Background: an optimization exercise with open tools, aiming at small area and a short achievable clock period. Do not read the settings as production practice.
At most, simulation tests tie the RTL to the original design; equivalence was not proved.
The clock port is modelled as an ideal driver; clocking choices that lean on that would not hold on a real chip.
Power and IR drop assume default switching activity.

==> flow/design.v <==
`timescale 1ns/1ps
module ao8 (
    input  logic [7:0] s,
    input  logic [7:0] d,
    output logic       y
);
    assign y = |(s & d);
endmodule
module nor2m (input logic a, b, output logic y);
    assign y = ~(a | b);
endmodule
module nor3m (input logic a, b, c, output logic y);
    assign y = ~(a | b | c);
endmodule
module nand4m (input logic a, b, c, d, output logic y);
    assign y = ~(a & b & c & d);
endmodule
module pre3k (
    input  logic [2:0] a,
    input  logic       idle,
    input  logic       k,
    input  logic [7:0] t,
    input  logic       tk,
    output logic [7:0] y_n
);
    always_comb begin
        for (int i = 0; i < 8; i++)
            y_n[i] = ~((idle && k && a == i[2:0]) || (t[i] && tk));
    end
endmodule
module pre3u (
    input  logic [2:0] a,
    input  logic       idle,
    input  logic [7:0] t,
    output logic [7:0] y_n
);
    always_comb begin
        for (int i = 0; i < 8; i++)
            y_n[i] = ~((idle && a == i[2:0]) || t[i]);
    end
endmodule
module wdat (
    input  logic [7:0] datain,
    input  logic       idle,
    input  logic       pat,
    output logic [7:0] wd
);
    assign wd = idle ? datain : {pat, 1'b0, pat, 1'b0, pat, 1'b0, pat, 1'b0};
endmodule
module bist #(
    parameter size   = 6,
    parameter length = 8
)(
    input  logic                 clk,
    input  logic                 rst,
    input  logic                 start,
    input  logic                 csin,
    input  logic                 rwbarin,
    input  logic                 opr,
    input  logic [size-1:0]      address,
    input  logic [length-1:0]    datain,
    output logic [length-1:0]    dataout,
    output logic                 fail
);
    logic       NbarT;
    logic       cout;
    logic [7:0] qlo;        
    logic [7:0] qhi;        
    logic       q6;         
    logic       pat;        
    wire next_T = NbarT ? ~cout : start;
    always_ff @(posedge clk or posedge rst) begin
        if (rst)
            NbarT <= 1'b0;
        else
            NbarT <= next_T;
    end
    always_ff @(posedge clk or posedge rst) begin
        if (rst) begin
            qlo <= 8'd0;
            qhi <= 8'd0;
        end else if (!next_T) begin
            qlo <= 8'd0;
            qhi <= 8'd0;
        end else if (!NbarT) begin
            qlo <= 8'd1;
            qhi <= 8'd1;
        end else begin
            qlo <= {qlo[6:0], qlo[7]};
            if (qlo[7])
                qhi <= {qhi[6:0], qhi[7]};
        end
    end
    always_ff @(posedge clk) begin
        if (!NbarT) begin
            q6   <= 1'b0;
            cout <= 1'b0;
        end else begin
            if (qlo[7] && qhi[7])
                q6 <= ~q6;
            cout <= qlo[7] && qhi[7] && q6;
        end
    end
    wire q_zero = qlo[0] && qhi[0] && !q6;
    always_ff @(posedge clk or posedge rst) begin
        if (rst)
            pat <= 1'b0;
        else if (NbarT && q_zero)
            pat <= 1'b1;
    end
    wire [7:0] P = {pat, 1'b0, pat, 1'b0, pat, 1'b0, pat, 1'b0};
    wire next_q6 = NbarT && (q6 ^ (qlo[7] && qhi[7]));
    logic idle, tr, tw;
    always_ff @(posedge clk or posedge rst) begin
        if (rst) begin
            idle <= 1'b1;
            tr   <= 1'b0;
            tw   <= 1'b0;
        end else begin
            idle <= ~next_T;
            tr   <= next_T && next_q6;
            tw   <= next_T && !next_q6;
        end
    end
    wire       we   = tw || (idle && !rwbarin);
    wire [7:0] wd   = idle ? datain : P;
    logic [7:0] rlo_n, rhi_n, wlo_n, whi_n;
    pre3k u_rlo (.a(address[2:0]), .idle(idle), .k(rwbarin),  .t(qlo), .tk(tr), .y_n(rlo_n));
    pre3u u_rhi (.a(address[5:3]), .idle(idle), .t(qhi), .y_n(rhi_n));
    pre3k u_wlo (.a(address[2:0]), .idle(idle), .k(~rwbarin), .t(qlo), .tk(tw), .y_n(wlo_n));
    pre3u u_whi (.a(address[5:3]), .idle(idle), .t(qhi), .y_n(whi_n));
    logic [63:0] rsel, wen;
    for (genvar r = 0; r < 64; r++) begin : g_sel
        nor2m u_rs (.a(rhi_n[r / 8]), .b(rlo_n[r % 8]), .y(rsel[r]));
        nor2m u_ws (.a(whi_n[r / 8]), .b(wlo_n[r % 8]), .y(wen[r]));
    end
    logic [7:0] mem [64];
    logic [7:0] wdg [2];
    for (genvar g = 0; g < 2; g++) begin : g_wd
        wdat u_wd (.datain(datain), .idle(idle), .pat(pat), .wd(wdg[g]));
    end
    for (genvar r = 0; r < 64; r++) begin : g_word
        always_ff @(posedge clk) begin
            if (wen[r])
                mem[r] <= wdg[r / 32];
        end
    end
    wire [7:0] bw = wd & {8{we}};
    logic [7:0] rd;
    for (genvar b = 0; b < 8; b++) begin : g_bit
        logic [63:0] col;
        logic [7:0]  p;
        logic [3:0]  n;
        for (genvar r = 0; r < 64; r++) begin : g_col
            assign col[r] = mem[r][b];
        end
        for (genvar m = 0; m < 8; m++) begin : g_p
            ao8 u_ao (.s(rsel[m*8 +: 8]), .d(col[m*8 +: 8]), .y(p[m]));
        end
        nor2m  u_n0 (.a(p[0]), .b(p[1]), .y(n[0]));
        nor2m  u_n1 (.a(p[2]), .b(p[3]), .y(n[1]));
        nor2m  u_n2 (.a(p[4]), .b(p[5]), .y(n[2]));
        nor3m  u_n3 (.a(p[6]), .b(p[7]), .c(bw[b]), .y(n[3]));
        nand4m u_rd (.a(n[0]), .b(n[1]), .c(n[2]), .d(n[3]), .y(rd[b]));
    end
    logic [7:0] dout;
    always_ff @(posedge clk) begin
        dout <= rd;
    end
    assign dataout = dout;
    always_ff @(posedge clk or posedge rst) begin
        if (rst)
            fail <= 1'b0;
        else if (NbarT && q_zero)
            fail <= 1'b0;
        else if (NbarT && opr && q6 && (dataout != P))
            fail <= 1'b1;
    end
endmodule
==> flow/config.mk <==
export PLATFORM = sky130hd
export DESIGN_NAME = bist
export DESIGN_NICKNAME = bist
export VERILOG_FILES = /design/flow/design.v
export SDC_FILE = /design/flow/constraint.sdc
export NUM_CORES = 4
export LEC_CHECK = 0
export CAP_MARGIN = 20
export CORE_MARGIN = 2
export CORE_UTILIZATION = 60
export CTS_CLUSTER_DIAMETER = 120
export CTS_CLUSTER_SIZE = 24
export SETUP_SLACK_MARGIN = 3.4
export SLEW_MARGIN = 20
export SYNTH_HIERARCHICAL = 1
==> flow/constraint.sdc <==
create_clock -name core_clock -period 6.0 [get_ports {clk}]
set_input_delay 1.2000 -clock core_clock [delete_from_list [all_inputs] [get_ports {clk}]]
set_output_delay 1.2000 -clock core_clock [all_outputs]
set_load 0.01 [all_outputs]
standard.sh (not shown) runs the stock make flow with config.mk's settings and CLKGATE_MAP_FILE= SYNTH_SCRIPT=/design/flow/synth_recipe.tcl, a recipe that flattens the netlist after the stock synthesis.
==> flow/flow/run.sh <==
#!/bin/bash
# The standard layout, with extra timing repair, greedy resizing of the
# worst path (cells on it and the other loads of its nets) and area recovery after CTS (flow/extra_cts.tcl) and after
# global routing (flow/extra_grt.tcl), run through ORFS's POST_CTS_TCL and
# POST_GLOBAL_ROUTE_TCL hooks.
bash standard.sh "POST_CTS_TCL=$PWD/flow/extra_cts.tcl" "POST_GLOBAL_ROUTE_TCL=$PWD/flow/extra_grt.tcl" finish > standard.log 2>&1
Other scripts of this flow, unchanged in this note and not shown: flow/flow/downsize.tcl, flow/flow/extra_cts.tcl, flow/flow/extra_grt.tcl, flow/flow/upsize.tcl
Edit:
--- a/flow/design.v
+++ b/flow/design.v
@@ -133,18 +133,18 @@
     for (genvar r = 0; r < 64; r++) begin : g_sel
         nor2m u_rs (.a(rhi_n[r / 8]), .b(rlo_n[r % 8]), .y(rsel[r]));
         nor2m u_ws (.a(whi_n[r / 8]), .b(wlo_n[r % 8]), .y(wen[r]));
     end
     logic [7:0] mem [64];
-    logic [7:0] wdg [2];
-    for (genvar g = 0; g < 2; g++) begin : g_wd
+    logic [7:0] wdg [4];
+    for (genvar g = 0; g < 4; g++) begin : g_wd
         wdat u_wd (.datain(datain), .idle(idle), .pat(pat), .wd(wdg[g]));
     end
     for (genvar r = 0; r < 64; r++) begin : g_word
         always_ff @(posedge clk) begin
             if (wen[r])
-                mem[r] <= wdg[r / 32];
+                mem[r] <= wdg[r / 16];
         end
     end
     wire [7:0] bw = wd & {8{we}};
     logic [7:0] rd;
     for (genvar b = 0; b < 8; b++) begin : g_bit
Outcome: The new run completed with no timing, DRC or antenna violations; fmax rose by about 1.8%; final cell count rose by about 1%; sequential cell count stays the same; via count rose by about 1.4%; non-clock buffer count does not change; wire length rose by 0.30%; first-iteration DRC count rose by 8.4%; cell area rose by 1.6%; total power barely changes; setup slack improved by 0.047 ns; clock-buffer cell count stays the same; worst hold slack improved by 0.0089 ns; die area rose by 0.99%; area after synthesis rose by 1.0%.
For the first run of this note, only the layout was checked, not whether the RTL still works.

separate check: timing with driven ports:
No port has a modelled driver above. Below, the same layouts with a new extraction and two added sets of constraints. Step 1: set_driving_cell puts a clkbuf_16 on clk and a buf_2 on each other input, an assumption about the parent block. Step 2 moves the port delays by t, midway between the first and last clock arrival at a register: inputs arrive t later, outputs are due t later. That takes back most of the time a late clock gives input paths. a / b / c = ideal ports / drivers / drivers and shift; a / b = the first two.
run | t, ns | setup WS [ns] | worst slew at a driven data input, ns | cell pins on the clock port's net
the first run | 0.615 | 3.370 / 3.374 / 2.759 | 0.10 | 1
the second run | 0.617 | 3.416 / 3.426 / 2.810 | 0.12 | 1
After both steps every run listed still meets setup and hold. For the first run, which loses most, drivers alone change the setup slack by +0.004 ns; drivers and shift together by -0.611 ns.
